This design comes from an exercise in tuning for small area, a short achievable clock period and few clock cycles on the open sky130 flow, not from production work.
Where RTL was checked, it was by simulation tests only, not by an equivalence proof against the original.
No functional check of the RTL was part of run 2.
No activity file was given, so power comes from the tool's default toggle rates.

## flow/design.v (module list and top-level ports; edited modules follow where they fit)
// module LASER: 2973 lines
module LASER (
    input            CLK,
    input            RST,
    input      [3:0] X,
    input      [3:0] Y,
    output reg [3:0] C1X,
    output reg [3:0] C1Y,
    output reg [3:0] C2X,
    output reg [3:0] C2Y,
    output reg       DONE
);
  // ...
==> flow/flow/run.sh <==
#!/bin/bash
# The standard layout (standard.sh), with one change: the buffer that
# buffer_ports puts on every input and output port is sky130_fd_sc_hd__buf_2.
set -euo pipefail
bash standard.sh BUFFER_PORTS_ARGS="-buffer_cell sky130_fd_sc_hd__buf_2" finish > orfs_make.log 2>&1
==> flow/standard.sh <==
#!/bin/bash
# synth_recipe.tcl (not shown) runs the flow's synth.tcl, then flattens the netlist and writes it again
# the make line also repeats each setting of config.mk as NAME=value (left out here)
make -C /OpenROAD-flow-scripts/flow DESIGN_CONFIG=/design/flow/config.mk WORK_HOME=/design/flow/orfs CLKGATE_MAP_FILE= SYNTH_SCRIPT=/design/flow/synth_recipe.tcl "${@:-finish}"
==> flow/config.mk <==
export PLATFORM = sky130hd
export DESIGN_NAME = LASER
export DESIGN_NICKNAME = LASER
export VERILOG_FILES = /design/flow/design.v
export SDC_FILE = /design/flow/constraint.sdc
export NUM_CORES = 4
export LEC_CHECK = 0
export CAP_MARGIN = 20
export CORE_MARGIN = 2
export CORE_UTILIZATION = 40
export CTS_CLUSTER_DIAMETER = 100
export CTS_CLUSTER_SIZE = 24
export SLEW_MARGIN = 20
==> flow/constraint.sdc <==
create_clock -name core_clock -period 11.0 [get_ports {CLK}]
set_input_delay 2.2000 -clock core_clock [delete_from_list [all_inputs] [get_ports {CLK}]]
set_output_delay 2.2000 -clock core_clock [all_outputs]
set_load 0.01 [all_outputs]
==> summary.md, run 1 <==
| Metric | Value |
|---|---|
| Outcome | no timing/DRC/antenna violations |
| Critical R2R Launch | r10_1_6 |
| Most common cell in the netlist | inv_1 |
| Die area | about 0.21 sq mm |
| Main synth FF type | dfxtp_1 |
| Final ANT Viol Nets | 0 |
| Hold Crit Start | bY[2] |
| Slowest stage cell on the critical path | fa_1 |
| Met3 global-route usage | 0.02913 |
| Nets | around 11000 |
| Sequential cell area share | 0.2699 |
| Psw | about 7 mW |
| Critical path peak fanout | 3 |
| Dominant cells by area after synthesis | dfxtp_1 (28%), ha_1 (16%), fa_1 (16%), inv_1 (7.4%), a21oi_1 (3.3%) |
| CTS H-tree lvls | 3 |
| Multi-input combinational cell area | ~0.051 sq mm |
| Post-Synth Adder-Cell Area | 0.3197 |
| Multi-input gates | about 6000 |
| Cell taking the most area after synthesis | dfxtp_1 |
| DP Area | between 0.08 and 0.09 sq mm |
| Post-synthesis sequential area ratio | 0.2883 |
| Height of the die | between 400 and 500 um |
| Slew Limit Headroom | 0.3172 |
| Number of CTS-inserted buffers | a little under 70 |
| Synth unique cells | 83 |
| Top post-synthesis cells by count | inv_1 (1594), dfxtp_1 (1120), ha_1 (1041) |
| Clock buffer cells | 84 |
Testbench counts, summed over its fixed seeds: cycles 6,413.
==> inputs of run 2 (changes only) <==
--- a/flow/design.v
+++ b/flow/design.v
@@ -133,4 +133,12 @@
   end
+  function leq4(input [3:0] a, input [3:0] b);
+    reg c; integer k;
+    begin
+      c = 1'b1;
+      for (k = 0; k < 4; k = k + 1)
+        c = (b[k] & ~a[k]) | (b[k] & c) | (~a[k] & c);
+      leq4 = c;
+    end
+  endfunction
   wire [8:0] lh0 = lohi(ca0, tx[7:4], tm[1]);
-  wire hit0 = lh0[8] & (lh0[7:4] <= mx) & (mx <= lh0[3:0]);
   wire b0_0 = lh0[8] & (lh0[7:4] <= 4'd0) & (4'd0 <= lh0[3:0]);
@@ -151,4 +159,6 @@
   wire b0_15 = lh0[8] & (lh0[7:4] <= 4'd15) & (4'd15 <= lh0[3:0]);
+  wire hl0 = leq4(lh0[7:4], mx);
+  wire hh0 = leq4(mx, lh0[3:0]);
+  wire hit0 = lh0[8] & hl0 & hh0;
   wire [8:0] lh1 = lohi(ca1, tx[11:8], tm[2]);
-  wire hit1 = lh1[8] & (lh1[7:4] <= mx) & (mx <= lh1[3:0]);
   wire b1_0 = lh1[8] & (lh1[7:4] <= 4'd0) & (4'd0 <= lh1[3:0]);
@@ -169,4 +179,6 @@
   wire b1_15 = lh1[8] & (lh1[7:4] <= 4'd15) & (4'd15 <= lh1[3:0]);
+  wire hl1 = leq4(lh1[7:4], mx);
+  wire hh1 = leq4(mx, lh1[3:0]);
+  wire hit1 = lh1[8] & hl1 & hh1;
   wire [8:0] lh2 = lohi(ca2, tx[15:12], tm[3]);
-  wire hit2 = lh2[8] & (lh2[7:4] <= mx) & (mx <= lh2[3:0]);
   wire b2_0 = lh2[8] & (lh2[7:4] <= 4'd0) & (4'd0 <= lh2[3:0]);
@@ -187,4 +199,6 @@
   wire b2_15 = lh2[8] & (lh2[7:4] <= 4'd15) & (4'd15 <= lh2[3:0]);
+  wire hl2 = leq4(lh2[7:4], mx);
+  wire hh2 = leq4(mx, lh2[3:0]);
+  wire hit2 = lh2[8] & hl2 & hh2;
   wire [8:0] lh3 = lohi(ca3, tx[19:16], tm[4]);
-  wire hit3 = lh3[8] & (lh3[7:4] <= mx) & (mx <= lh3[3:0]);
   wire b3_0 = lh3[8] & (lh3[7:4] <= 4'd0) & (4'd0 <= lh3[3:0]);
@@ -205,4 +219,6 @@
   wire b3_15 = lh3[8] & (lh3[7:4] <= 4'd15) & (4'd15 <= lh3[3:0]);
+  wire hl3 = leq4(lh3[7:4], mx);
+  wire hh3 = leq4(mx, lh3[3:0]);
+  wire hit3 = lh3[8] & hl3 & hh3;
   wire [8:0] lh4 = lohi(ca4, tx[23:20], tm[5]);
-  wire hit4 = lh4[8] & (lh4[7:4] <= mx) & (mx <= lh4[3:0]);
   wire b4_0 = lh4[8] & (lh4[7:4] <= 4'd0) & (4'd0 <= lh4[3:0]);
@@ -223,4 +239,6 @@
   wire b4_15 = lh4[8] & (lh4[7:4] <= 4'd15) & (4'd15 <= lh4[3:0]);
+  wire hl4 = leq4(lh4[7:4], mx);
+  wire hh4 = leq4(mx, lh4[3:0]);
+  wire hit4 = lh4[8] & hl4 & hh4;
   wire [8:0] lh5 = lohi(ca5, tx[27:24], tm[6]);
-  wire hit5 = lh5[8] & (lh5[7:4] <= mx) & (mx <= lh5[3:0]);
   wire b5_0 = lh5[8] & (lh5[7:4] <= 4'd0) & (4'd0 <= lh5[3:0]);
@@ -241,4 +259,6 @@
   wire b5_15 = lh5[8] & (lh5[7:4] <= 4'd15) & (4'd15 <= lh5[3:0]);
+  wire hl5 = leq4(lh5[7:4], mx);
+  wire hh5 = leq4(mx, lh5[3:0]);
+  wire hit5 = lh5[8] & hl5 & hh5;
   wire [8:0] lh6 = lohi(ca6, tx[31:28], tm[7]);
-  wire hit6 = lh6[8] & (lh6[7:4] <= mx) & (mx <= lh6[3:0]);
   wire b6_0 = lh6[8] & (lh6[7:4] <= 4'd0) & (4'd0 <= lh6[3:0]);
@@ -259,4 +279,6 @@
   wire b6_15 = lh6[8] & (lh6[7:4] <= 4'd15) & (4'd15 <= lh6[3:0]);
+  wire hl6 = leq4(lh6[7:4], mx);
+  wire hh6 = leq4(mx, lh6[3:0]);
+  wire hit6 = lh6[8] & hl6 & hh6;
   wire [8:0] lh7 = lohi(ca7, tx[35:32], tm[8]);
-  wire hit7 = lh7[8] & (lh7[7:4] <= mx) & (mx <= lh7[3:0]);
   wire b7_0 = lh7[8] & (lh7[7:4] <= 4'd0) & (4'd0 <= lh7[3:0]);
@@ -277,4 +299,6 @@
   wire b7_15 = lh7[8] & (lh7[7:4] <= 4'd15) & (4'd15 <= lh7[3:0]);
+  wire hl7 = leq4(lh7[7:4], mx);
+  wire hh7 = leq4(mx, lh7[3:0]);
+  wire hit7 = lh7[8] & hl7 & hh7;
   wire [8:0] lh8 = lohi(ca8, tx[39:36], tm[9]);
-  wire hit8 = lh8[8] & (lh8[7:4] <= mx) & (mx <= lh8[3:0]);
   wire b8_0 = lh8[8] & (lh8[7:4] <= 4'd0) & (4'd0 <= lh8[3:0]);
@@ -295,4 +319,6 @@
   wire b8_15 = lh8[8] & (lh8[7:4] <= 4'd15) & (4'd15 <= lh8[3:0]);
+  wire hl8 = leq4(lh8[7:4], mx);
+  wire hh8 = leq4(mx, lh8[3:0]);
+  wire hit8 = lh8[8] & hl8 & hh8;
   wire [8:0] lh9 = lohi(ca9, tx[43:40], tm[10]);
-  wire hit9 = lh9[8] & (lh9[7:4] <= mx) & (mx <= lh9[3:0]);
   wire b9_0 = lh9[8] & (lh9[7:4] <= 4'd0) & (4'd0 <= lh9[3:0]);
@@ -313,4 +339,6 @@
   wire b9_15 = lh9[8] & (lh9[7:4] <= 4'd15) & (4'd15 <= lh9[3:0]);
+  wire hl9 = leq4(lh9[7:4], mx);
+  wire hh9 = leq4(mx, lh9[3:0]);
+  wire hit9 = lh9[8] & hl9 & hh9;
   wire [8:0] lh10 = lohi(ca10, tx[47:44], tm[11]);
-  wire hit10 = lh10[8] & (lh10[7:4] <= mx) & (mx <= lh10[3:0]);
   wire b10_0 = lh10[8] & (lh10[7:4] <= 4'd0) & (4'd0 <= lh10[3:0]);
@@ -331,4 +359,6 @@
   wire b10_15 = lh10[8] & (lh10[7:4] <= 4'd15) & (4'd15 <= lh10[3:0]);
+  wire hl10 = leq4(lh10[7:4], mx);
+  wire hh10 = leq4(mx, lh10[3:0]);
+  wire hit10 = lh10[8] & hl10 & hh10;
   wire [8:0] lh11 = lohi(ca11, tx[51:48], tm[12]);
-  wire hit11 = lh11[8] & (lh11[7:4] <= mx) & (mx <= lh11[3:0]);
   wire b11_0 = lh11[8] & (lh11[7:4] <= 4'd0) & (4'd0 <= lh11[3:0]);
@@ -349,4 +379,6 @@
   wire b11_15 = lh11[8] & (lh11[7:4] <= 4'd15) & (4'd15 <= lh11[3:0]);
+  wire hl11 = leq4(lh11[7:4], mx);
+  wire hh11 = leq4(mx, lh11[3:0]);
+  wire hit11 = lh11[8] & hl11 & hh11;
   wire [8:0] lh12 = lohi(ca12, tx[55:52], tm[13]);
-  wire hit12 = lh12[8] & (lh12[7:4] <= mx) & (mx <= lh12[3:0]);
   wire b12_0 = lh12[8] & (lh12[7:4] <= 4'd0) & (4'd0 <= lh12[3:0]);
@@ -367,4 +399,6 @@
   wire b12_15 = lh12[8] & (lh12[7:4] <= 4'd15) & (4'd15 <= lh12[3:0]);
+  wire hl12 = leq4(lh12[7:4], mx);
+  wire hh12 = leq4(mx, lh12[3:0]);
+  wire hit12 = lh12[8] & hl12 & hh12;
   wire [8:0] lh13 = lohi(ca13, tx[59:56], tm[14]);
-  wire hit13 = lh13[8] & (lh13[7:4] <= mx) & (mx <= lh13[3:0]);
   wire b13_0 = lh13[8] & (lh13[7:4] <= 4'd0) & (4'd0 <= lh13[3:0]);
@@ -385,4 +419,6 @@
   wire b13_15 = lh13[8] & (lh13[7:4] <= 4'd15) & (4'd15 <= lh13[3:0]);
+  wire hl13 = leq4(lh13[7:4], mx);
+  wire hh13 = leq4(mx, lh13[3:0]);
+  wire hit13 = lh13[8] & hl13 & hh13;
   wire [8:0] lh14 = lohi(ca14, tx[63:60], tm[15]);
-  wire hit14 = lh14[8] & (lh14[7:4] <= mx) & (mx <= lh14[3:0]);
   wire b14_0 = lh14[8] & (lh14[7:4] <= 4'd0) & (4'd0 <= lh14[3:0]);
@@ -403,4 +439,6 @@
   wire b14_15 = lh14[8] & (lh14[7:4] <= 4'd15) & (4'd15 <= lh14[3:0]);
+  wire hl14 = leq4(lh14[7:4], mx);
+  wire hh14 = leq4(mx, lh14[3:0]);
+  wire hit14 = lh14[8] & hl14 & hh14;
   wire [8:0] lh15 = lohi(ca15, tx[67:64], tm[16]);
-  wire hit15 = lh15[8] & (lh15[7:4] <= mx) & (mx <= lh15[3:0]);
   wire b15_0 = lh15[8] & (lh15[7:4] <= 4'd0) & (4'd0 <= lh15[3:0]);
@@ -421,4 +459,6 @@
   wire b15_15 = lh15[8] & (lh15[7:4] <= 4'd15) & (4'd15 <= lh15[3:0]);
+  wire hl15 = leq4(lh15[7:4], mx);
+  wire hh15 = leq4(mx, lh15[3:0]);
+  wire hit15 = lh15[8] & hl15 & hh15;
   wire [8:0] lh16 = lohi(ca16, tx[71:68], tm[17]);
-  wire hit16 = lh16[8] & (lh16[7:4] <= mx) & (mx <= lh16[3:0]);
   wire b16_0 = lh16[8] & (lh16[7:4] <= 4'd0) & (4'd0 <= lh16[3:0]);
@@ -439,4 +479,6 @@
   wire b16_15 = lh16[8] & (lh16[7:4] <= 4'd15) & (4'd15 <= lh16[3:0]);
+  wire hl16 = leq4(lh16[7:4], mx);
+  wire hh16 = leq4(mx, lh16[3:0]);
+  wire hit16 = lh16[8] & hl16 & hh16;
   wire [8:0] lh17 = lohi(ca17, tx[75:72], tm[18]);
-  wire hit17 = lh17[8] & (lh17[7:4] <= mx) & (mx <= lh17[3:0]);
   wire b17_0 = lh17[8] & (lh17[7:4] <= 4'd0) & (4'd0 <= lh17[3:0]);
@@ -457,4 +499,6 @@
   wire b17_15 = lh17[8] & (lh17[7:4] <= 4'd15) & (4'd15 <= lh17[3:0]);
+  wire hl17 = leq4(lh17[7:4], mx);
+  wire hh17 = leq4(mx, lh17[3:0]);
+  wire hit17 = lh17[8] & hl17 & hh17;
   wire [8:0] lh18 = lohi(ca18, tx[79:76], tm[19]);
-  wire hit18 = lh18[8] & (lh18[7:4] <= mx) & (mx <= lh18[3:0]);
   wire b18_0 = lh18[8] & (lh18[7:4] <= 4'd0) & (4'd0 <= lh18[3:0]);
@@ -475,4 +519,6 @@
   wire b18_15 = lh18[8] & (lh18[7:4] <= 4'd15) & (4'd15 <= lh18[3:0]);
+  wire hl18 = leq4(lh18[7:4], mx);
+  wire hh18 = leq4(mx, lh18[3:0]);
+  wire hit18 = lh18[8] & hl18 & hh18;
   wire [8:0] lh19 = lohi(ca19, tx[83:80], tm[20]);
-  wire hit19 = lh19[8] & (lh19[7:4] <= mx) & (mx <= lh19[3:0]);
   wire b19_0 = lh19[8] & (lh19[7:4] <= 4'd0) & (4'd0 <= lh19[3:0]);
@@ -493,4 +539,6 @@
   wire b19_15 = lh19[8] & (lh19[7:4] <= 4'd15) & (4'd15 <= lh19[3:0]);
+  wire hl19 = leq4(lh19[7:4], mx);
+  wire hh19 = leq4(mx, lh19[3:0]);
+  wire hit19 = lh19[8] & hl19 & hh19;
   wire [8:0] lh20 = lohi(ca20, tx[87:84], tm[21]);
-  wire hit20 = lh20[8] & (lh20[7:4] <= mx) & (mx <= lh20[3:0]);
   wire b20_0 = lh20[8] & (lh20[7:4] <= 4'd0) & (4'd0 <= lh20[3:0]);
@@ -511,4 +559,6 @@
   wire b20_15 = lh20[8] & (lh20[7:4] <= 4'd15) & (4'd15 <= lh20[3:0]);
+  wire hl20 = leq4(lh20[7:4], mx);
+  wire hh20 = leq4(mx, lh20[3:0]);
+  wire hit20 = lh20[8] & hl20 & hh20;
   wire [8:0] lh21 = lohi(ca21, tx[91:88], tm[22]);
-  wire hit21 = lh21[8] & (lh21[7:4] <= mx) & (mx <= lh21[3:0]);
   wire b21_0 = lh21[8] & (lh21[7:4] <= 4'd0) & (4'd0 <= lh21[3:0]);
@@ -529,4 +579,6 @@
   wire b21_15 = lh21[8] & (lh21[7:4] <= 4'd15) & (4'd15 <= lh21[3:0]);
+  wire hl21 = leq4(lh21[7:4], mx);
+  wire hh21 = leq4(mx, lh21[3:0]);
+  wire hit21 = lh21[8] & hl21 & hh21;
   wire [8:0] lh22 = lohi(ca22, tx[95:92], tm[23]);
-  wire hit22 = lh22[8] & (lh22[7:4] <= mx) & (mx <= lh22[3:0]);
   wire b22_0 = lh22[8] & (lh22[7:4] <= 4'd0) & (4'd0 <= lh22[3:0]);
@@ -547,4 +599,6 @@
   wire b22_15 = lh22[8] & (lh22[7:4] <= 4'd15) & (4'd15 <= lh22[3:0]);
+  wire hl22 = leq4(lh22[7:4], mx);
+  wire hh22 = leq4(mx, lh22[3:0]);
+  wire hit22 = lh22[8] & hl22 & hh22;
   wire [8:0] lh23 = lohi(ca23, tx[99:96], tm[24]);
-  wire hit23 = lh23[8] & (lh23[7:4] <= mx) & (mx <= lh23[3:0]);
   wire b23_0 = lh23[8] & (lh23[7:4] <= 4'd0) & (4'd0 <= lh23[3:0]);
@@ -565,4 +619,6 @@
   wire b23_15 = lh23[8] & (lh23[7:4] <= 4'd15) & (4'd15 <= lh23[3:0]);
+  wire hl23 = leq4(lh23[7:4], mx);
+  wire hh23 = leq4(mx, lh23[3:0]);
+  wire hit23 = lh23[8] & hl23 & hh23;
   wire [8:0] lh24 = lohi(ca24, tx[103:100], tm[25]);
-  wire hit24 = lh24[8] & (lh24[7:4] <= mx) & (mx <= lh24[3:0]);
   wire b24_0 = lh24[8] & (lh24[7:4] <= 4'd0) & (4'd0 <= lh24[3:0]);
@@ -583,4 +639,6 @@
   wire b24_15 = lh24[8] & (lh24[7:4] <= 4'd15) & (4'd15 <= lh24[3:0]);
+  wire hl24 = leq4(lh24[7:4], mx);
+  wire hh24 = leq4(mx, lh24[3:0]);
+  wire hit24 = lh24[8] & hl24 & hh24;
   wire [8:0] lh25 = lohi(ca25, tx[107:104], tm[26]);
-  wire hit25 = lh25[8] & (lh25[7:4] <= mx) & (mx <= lh25[3:0]);
   wire b25_0 = lh25[8] & (lh25[7:4] <= 4'd0) & (4'd0 <= lh25[3:0]);
@@ -601,4 +659,6 @@
   wire b25_15 = lh25[8] & (lh25[7:4] <= 4'd15) & (4'd15 <= lh25[3:0]);
+  wire hl25 = leq4(lh25[7:4], mx);
+  wire hh25 = leq4(mx, lh25[3:0]);
+  wire hit25 = lh25[8] & hl25 & hh25;
   wire [8:0] lh26 = lohi(ca26, tx[111:108], tm[27]);
-  wire hit26 = lh26[8] & (lh26[7:4] <= mx) & (mx <= lh26[3:0]);
   wire b26_0 = lh26[8] & (lh26[7:4] <= 4'd0) & (4'd0 <= lh26[3:0]);
@@ -619,4 +679,6 @@
   wire b26_15 = lh26[8] & (lh26[7:4] <= 4'd15) & (4'd15 <= lh26[3:0]);
+  wire hl26 = leq4(lh26[7:4], mx);
+  wire hh26 = leq4(mx, lh26[3:0]);
+  wire hit26 = lh26[8] & hl26 & hh26;
   wire [8:0] lh27 = lohi(ca27, tx[115:112], tm[28]);
-  wire hit27 = lh27[8] & (lh27[7:4] <= mx) & (mx <= lh27[3:0]);
   wire b27_0 = lh27[8] & (lh27[7:4] <= 4'd0) & (4'd0 <= lh27[3:0]);
@@ -637,4 +699,6 @@
   wire b27_15 = lh27[8] & (lh27[7:4] <= 4'd15) & (4'd15 <= lh27[3:0]);
+  wire hl27 = leq4(lh27[7:4], mx);
+  wire hh27 = leq4(mx, lh27[3:0]);
+  wire hit27 = lh27[8] & hl27 & hh27;
   wire [8:0] lh28 = lohi(ca28, tx[119:116], tm[29]);
-  wire hit28 = lh28[8] & (lh28[7:4] <= mx) & (mx <= lh28[3:0]);
   wire b28_0 = lh28[8] & (lh28[7:4] <= 4'd0) & (4'd0 <= lh28[3:0]);
@@ -655,4 +719,6 @@
   wire b28_15 = lh28[8] & (lh28[7:4] <= 4'd15) & (4'd15 <= lh28[3:0]);
+  wire hl28 = leq4(lh28[7:4], mx);
+  wire hh28 = leq4(mx, lh28[3:0]);
+  wire hit28 = lh28[8] & hl28 & hh28;
   wire [8:0] lh29 = lohi(ca29, tx[123:120], tm[30]);
-  wire hit29 = lh29[8] & (lh29[7:4] <= mx) & (mx <= lh29[3:0]);
   wire b29_0 = lh29[8] & (lh29[7:4] <= 4'd0) & (4'd0 <= lh29[3:0]);
@@ -673,4 +739,6 @@
   wire b29_15 = lh29[8] & (lh29[7:4] <= 4'd15) & (4'd15 <= lh29[3:0]);
+  wire hl29 = leq4(lh29[7:4], mx);
+  wire hh29 = leq4(mx, lh29[3:0]);
+  wire hit29 = lh29[8] & hl29 & hh29;
   wire [8:0] lh30 = lohi(ca30, tx[127:124], tm[31]);
-  wire hit30 = lh30[8] & (lh30[7:4] <= mx) & (mx <= lh30[3:0]);
   wire b30_0 = lh30[8] & (lh30[7:4] <= 4'd0) & (4'd0 <= lh30[3:0]);
@@ -691,4 +759,6 @@
   wire b30_15 = lh30[8] & (lh30[7:4] <= 4'd15) & (4'd15 <= lh30[3:0]);
+  wire hl30 = leq4(lh30[7:4], mx);
+  wire hh30 = leq4(mx, lh30[3:0]);
+  wire hit30 = lh30[8] & hl30 & hh30;
   wire [8:0] lh31 = lohi(ca31, tx[131:128], tm[32]);
-  wire hit31 = lh31[8] & (lh31[7:4] <= mx) & (mx <= lh31[3:0]);
   wire b31_0 = lh31[8] & (lh31[7:4] <= 4'd0) & (4'd0 <= lh31[3:0]);
@@ -709,4 +779,6 @@
   wire b31_15 = lh31[8] & (lh31[7:4] <= 4'd15) & (4'd15 <= lh31[3:0]);
+  wire hl31 = leq4(lh31[7:4], mx);
+  wire hh31 = leq4(mx, lh31[3:0]);
+  wire hit31 = lh31[8] & hl31 & hh31;
   wire [8:0] lh32 = lohi(ca32, tx[135:132], tm[33]);
-  wire hit32 = lh32[8] & (lh32[7:4] <= mx) & (mx <= lh32[3:0]);
   wire b32_0 = lh32[8] & (lh32[7:4] <= 4'd0) & (4'd0 <= lh32[3:0]);
@@ -727,4 +799,6 @@
   wire b32_15 = lh32[8] & (lh32[7:4] <= 4'd15) & (4'd15 <= lh32[3:0]);
+  wire hl32 = leq4(lh32[7:4], mx);
+  wire hh32 = leq4(mx, lh32[3:0]);
+  wire hit32 = lh32[8] & hl32 & hh32;
   wire [8:0] lh33 = lohi(ca33, tx[139:136], tm[34]);
-  wire hit33 = lh33[8] & (lh33[7:4] <= mx) & (mx <= lh33[3:0]);
   wire b33_0 = lh33[8] & (lh33[7:4] <= 4'd0) & (4'd0 <= lh33[3:0]);
@@ -745,4 +819,6 @@
   wire b33_15 = lh33[8] & (lh33[7:4] <= 4'd15) & (4'd15 <= lh33[3:0]);
+  wire hl33 = leq4(lh33[7:4], mx);
+  wire hh33 = leq4(mx, lh33[3:0]);
+  wire hit33 = lh33[8] & hl33 & hh33;
   wire [8:0] lh34 = lohi(ca34, tx[143:140], tm[35]);
-  wire hit34 = lh34[8] & (lh34[7:4] <= mx) & (mx <= lh34[3:0]);
   wire b34_0 = lh34[8] & (lh34[7:4] <= 4'd0) & (4'd0 <= lh34[3:0]);
@@ -763,4 +839,6 @@
   wire b34_15 = lh34[8] & (lh34[7:4] <= 4'd15) & (4'd15 <= lh34[3:0]);
+  wire hl34 = leq4(lh34[7:4], mx);
+  wire hh34 = leq4(mx, lh34[3:0]);
+  wire hit34 = lh34[8] & hl34 & hh34;
   wire [8:0] lh35 = lohi(ca35, tx[147:144], tm[36]);
-  wire hit35 = lh35[8] & (lh35[7:4] <= mx) & (mx <= lh35[3:0]);
   wire b35_0 = lh35[8] & (lh35[7:4] <= 4'd0) & (4'd0 <= lh35[3:0]);
@@ -781,4 +859,6 @@
   wire b35_15 = lh35[8] & (lh35[7:4] <= 4'd15) & (4'd15 <= lh35[3:0]);
+  wire hl35 = leq4(lh35[7:4], mx);
+  wire hh35 = leq4(mx, lh35[3:0]);
+  wire hit35 = lh35[8] & hl35 & hh35;
   wire [8:0] lh36 = lohi(ca36, tx[151:148], tm[37]);
-  wire hit36 = lh36[8] & (lh36[7:4] <= mx) & (mx <= lh36[3:0]);
   wire b36_0 = lh36[8] & (lh36[7:4] <= 4'd0) & (4'd0 <= lh36[3:0]);
@@ -799,4 +879,6 @@
   wire b36_15 = lh36[8] & (lh36[7:4] <= 4'd15) & (4'd15 <= lh36[3:0]);
+  wire hl36 = leq4(lh36[7:4], mx);
+  wire hh36 = leq4(mx, lh36[3:0]);
+  wire hit36 = lh36[8] & hl36 & hh36;
   wire [8:0] lh37 = lohi(ca37, tx[155:152], tm[38]);
-  wire hit37 = lh37[8] & (lh37[7:4] <= mx) & (mx <= lh37[3:0]);
   wire b37_0 = lh37[8] & (lh37[7:4] <= 4'd0) & (4'd0 <= lh37[3:0]);
@@ -817,4 +899,6 @@
   wire b37_15 = lh37[8] & (lh37[7:4] <= 4'd15) & (4'd15 <= lh37[3:0]);
+  wire hl37 = leq4(lh37[7:4], mx);
+  wire hh37 = leq4(mx, lh37[3:0]);
+  wire hit37 = lh37[8] & hl37 & hh37;
   wire [8:0] lh38 = lohi(ca38, tx[159:156], tm[39]);
-  wire hit38 = lh38[8] & (lh38[7:4] <= mx) & (mx <= lh38[3:0]);
   wire b38_0 = lh38[8] & (lh38[7:4] <= 4'd0) & (4'd0 <= lh38[3:0]);
@@ -835,4 +919,6 @@
   wire b38_15 = lh38[8] & (lh38[7:4] <= 4'd15) & (4'd15 <= lh38[3:0]);
+  wire hl38 = leq4(lh38[7:4], mx);
+  wire hh38 = leq4(mx, lh38[3:0]);
+  wire hit38 = lh38[8] & hl38 & hh38;
   wire [8:0] lh39 = lohi(ca39, tx[3:0], tm[0]);
-  wire hit39 = lh39[8] & (lh39[7:4] <= mx) & (mx <= lh39[3:0]);
   wire b39_0 = lh39[8] & (lh39[7:4] <= 4'd0) & (4'd0 <= lh39[3:0]);
@@ -853,2 +939,5 @@
   wire b39_15 = lh39[8] & (lh39[7:4] <= 4'd15) & (4'd15 <= lh39[3:0]);
+  wire hl39 = leq4(lh39[7:4], mx);
+  wire hh39 = leq4(mx, lh39[3:0]);
+  wire hit39 = lh39[8] & hl39 & hh39;
   wire p0_s1 = b0_0 ^ b1_0 ^ b2_0;
==> summary.md, run 2 <==
| Metric | Value |
|---|---|
| Outcome | no timing/DRC/antenna violations |
| Worst slew pin tran | 1.058 ns |
| DRC viols | 0 |
| Post-Synth Adder-Cell Area | 0.2858 (-0.03386) |
| CTS Hold Bufs | 0 |
| Main synth FF type | dfxtp_1 |
| Synth Warn # | 1 |
| EDFF count, synth | 34 |
| Resized cells post-CTS | 0 |
| Vias in the first global route | around 61000 |
| Final period util | 0.3439 |
| Synth Register Bits | roughly 1200 |
| Core Area | around 0.20 sq mm |
| GR Overflow Total | 0 |
| Post-synthesis xor/xnor area fraction | 0.03688 |
| Synth top area share | 0.2802 |
| CP Data Arrival Time | between 4 and 5 ns |
| Final Skew | about 0.057 ns |
| Most common cell in the netlist | inv_1 |
| Critical path peak fanout | 3 (unchanged) |
| Dominant cells by area after synthesis | dfxtp_1 (28%), fa_1 (16%), ha_1 (11%), inv_1 (7.7%), a21oi_1 (3.4%) |
| Critical Path RT | 11.65 ns |
| First-pass GRT wire length | approximately 380000 um |
| CTS tree | done |
| Non-filler cells, final | 11570 |
| Share of layout cells above drive strength 1 | 0.02504 |
| Final Hold Vio Count | 0 |
| Nets | 10250 (-3.1%) |
| Finished Cell Area | around 0.085 sq mm |
| Via density | 5.365 |
| Height of the die | 451.3 um (-0.79%) |
| Vias | 62070 |
| Die area | 0.2036 sq mm (-1.6%) |
| Synth unique cells | 96 (+16%) |
| Initial antenna violation count | 13 |
| Fmax achieved | roughly 260 MHz |
| Most frequent cells in the layout | inv_1 (1634), dfxtp_1 (1115), ha_1 (722), nand2_1 (665), fa_1 (648) |
| CTS root buf | clkbuf_16 |
| Die width | 451.3 um |
| Largest net degree at the start of global routing | approximately 70 |
| Post-DP HPWL | between 200000 and 250000 um |
| Avg Cell Area, Syn | between 8 and 9 sq um |
| CTS Buffer Depth | 3 |
| Top post-synthesis cells by count | inv_1 (1635), dfxtp_1 (1120), ha_1 (722) |
| CP startpoint kind | flip-flop |
| CTS H-tree lvls | 3 (unchanged) |
| Global Route Usage Sum | 0.2447 |
| Detailed Route Iter0 Violations | around 5900 |
| Final setup TNS | 0 ns |
| Post-Synthesis Cells | around 9000 |
| Critical path capture point type | flip-flop |
| Post-synthesis mux area share | 0.01179 |
| Rows | 164 |
| Number of CTS-inserted buffers | 66 (-4.3%) |
| Main combinational cell family by area after synthesis | adder cells |
| Total Wirelength | 252400 um |
| I/O Buffers | 26 |
| DRT Pass-1 Iters | 7 |
| Wire length per cell | 21.82 um |
| WHS | about 0.34 ns |
| Pre-CTS setup slack | approximately 7.0 ns |
| Async SR Flop Fraction | 0 |
| Synthesized area | about 0.080 sq mm |
| Boundary Pins | 27 |
| Max-slew violation count | 0 |
| Hold crit path type | flip-flop to flip-flop |
| DP Area | 0.08273 sq mm (-2.1%) |
| Static Leak | approximately 40 nW |
| Crit path kind | flip-flop to flip-flop |
| Most common cell after layout, fill and taps aside | inv_1 |
| RSZ-0062 raised after global routing | false |
| Area growth syn-to-layout | 6.032% |
| Cell area power density | about 180 mW/mm^2 |
| Clock transition at path regs | around 0.1 ns |
| Worst-Skew Late Latency | 0.75 ns |
| Maxcap violations | 0 |
| VDD IR max | between 0.00015 and 0.0002 V |
| CTS sink count | 1154 |
| Endpoints failing setup | 0 |
| Post-synthesis sequential area ratio | 0.2930 (+0.004674) |
| Cell taking the most area after synthesis | dfxtp_1 |
| Starting density of the core | 0.4016 |
| Synth Area in Compound Gates | 0.1648 |
| Final ANT Viol Nets | 0 (unchanged) |
| Biggest regs | tx x160, ty x160, tm x40 |
| Simple-gate share of the synthesized area | 0.1182 |
| Slew Limit Headroom | 0.2940 (-0.02323) |
| Post-CTS setup buffer count | 0 |
| Final worst setup slack | 7.217 ns |
| Final Critical Period | 3.783 ns |
| Placed Cells | 11460 |
| Routability congestion estimate | just under 1 |
| Reg-to-reg slack, setup | ~7.2 ns |
| Net Count, Synth | between 10000 and 15000 |
==> run 2: final cells by class <==
type	instances	area (sq um)
fill	19350	114400
multi-input combinational	5954	49420
sequential	1154	23450
inverter	1640	6158
tap	2656	3323
clock buffer	79	1763
timing repair buffer	57	375.4
clock inverter	22	341.6
antenna	7	17.52
==> run 2: worst max-delay path, cell delays in order (launching register included) <==
cell and delay (ns):
dfxtp_1 0.33, fa_1 0.53, fa_1 0.46, fa_1 0.54
inv_1 0.06, fa_1 0.41, fa_1 0.56, inv_1 0.05
ha_1 0.33, a31oi_1 0.22, xor2_1 0.20
==> run 2: routing by layer <==
metal,share of wire,GRT usage,wire length [um]
met1,0.45,0.3399,114500
met2,0.45,0.3873,112300
met3,0.058,0.02964,14750
met4,0.043,0.09521,10760
met5,0.00015,0,39
==> run 2: final timing paths <==
path,end,depth (start not counted),startpoint
setup / recovery,cn1[4],10,r1_0_3
hold / removal,fL,0,eL
setup reg to reg,cn1[4],10,r1_0_3
hold reg to reg,fL,0,eL
==> run 2: kinds of logic (layout without fill, tap and decap cells) <==
kind of cell	after synthesis	count (layout)
compound gates	2044	2044
mux	91	91
simple gates	2026	2026
fa+ha+maj	1456	1456
flops	1154	1154
other cells	0	7
xor+xnor	337	337
buf+inv	1889	1798
==> run 2: power breakdown <==
part           switching (mW)  internal [mW]  total [mW]
combinational            4.31           2.54        6.84
sequential              0.424           4.75        5.17
clock                    1.61           1.23        2.83
total                    6.34           8.51        14.8
==> run 2: per-stage QoR <==
| stage | utilization | power, mW |
|---|---|---|
| after floorplan | - | 9.616 |
| after global routing | 0.4258 | 15.82 |
| after detailed placement | 0.4152 | 11.93 |
| after global placement | 0.4152 | 11.84 |
| final | 0.4259 | 14.85 |
| after CTS | 0.4258 | 14.81 |

[re-timing with driven ports]
In the flow no input, the clock included, has a driving cell. The finished layouts below were timed again as built, in two steps. Step 1 sets driving cells, clkbuf_16 on the clock port and buf_2 on the other inputs (assumed; they add their load-dependent delay and slew). Step 2 moves the port delays by t, midway between the first and last clock arrival at a register: inputs arrive t later, outputs are due t later. That takes back most of the time a late clock gives input paths. a / b / c = ideal ports / drivers / drivers and shift; a / b = the first two.
| run | t (ns) | setup slack, ns | worst register clock-pin slew, ns | cell pins on the clock port's net |
|---|---|---|---|---|
| run 1 | 0.804 | 7.307 / 7.307 / 7.011 | 0.10 / 0.10 | 1 |
| run 2 | 0.804 | 7.217 / 7.217 / 7.002 | 0.11 / 0.11 | 1 |
After both steps every run listed still meets setup and hold. For run 1, which loses most, drivers alone change the setup slack by 0.000 ns; drivers and shift together by -0.296 ns.
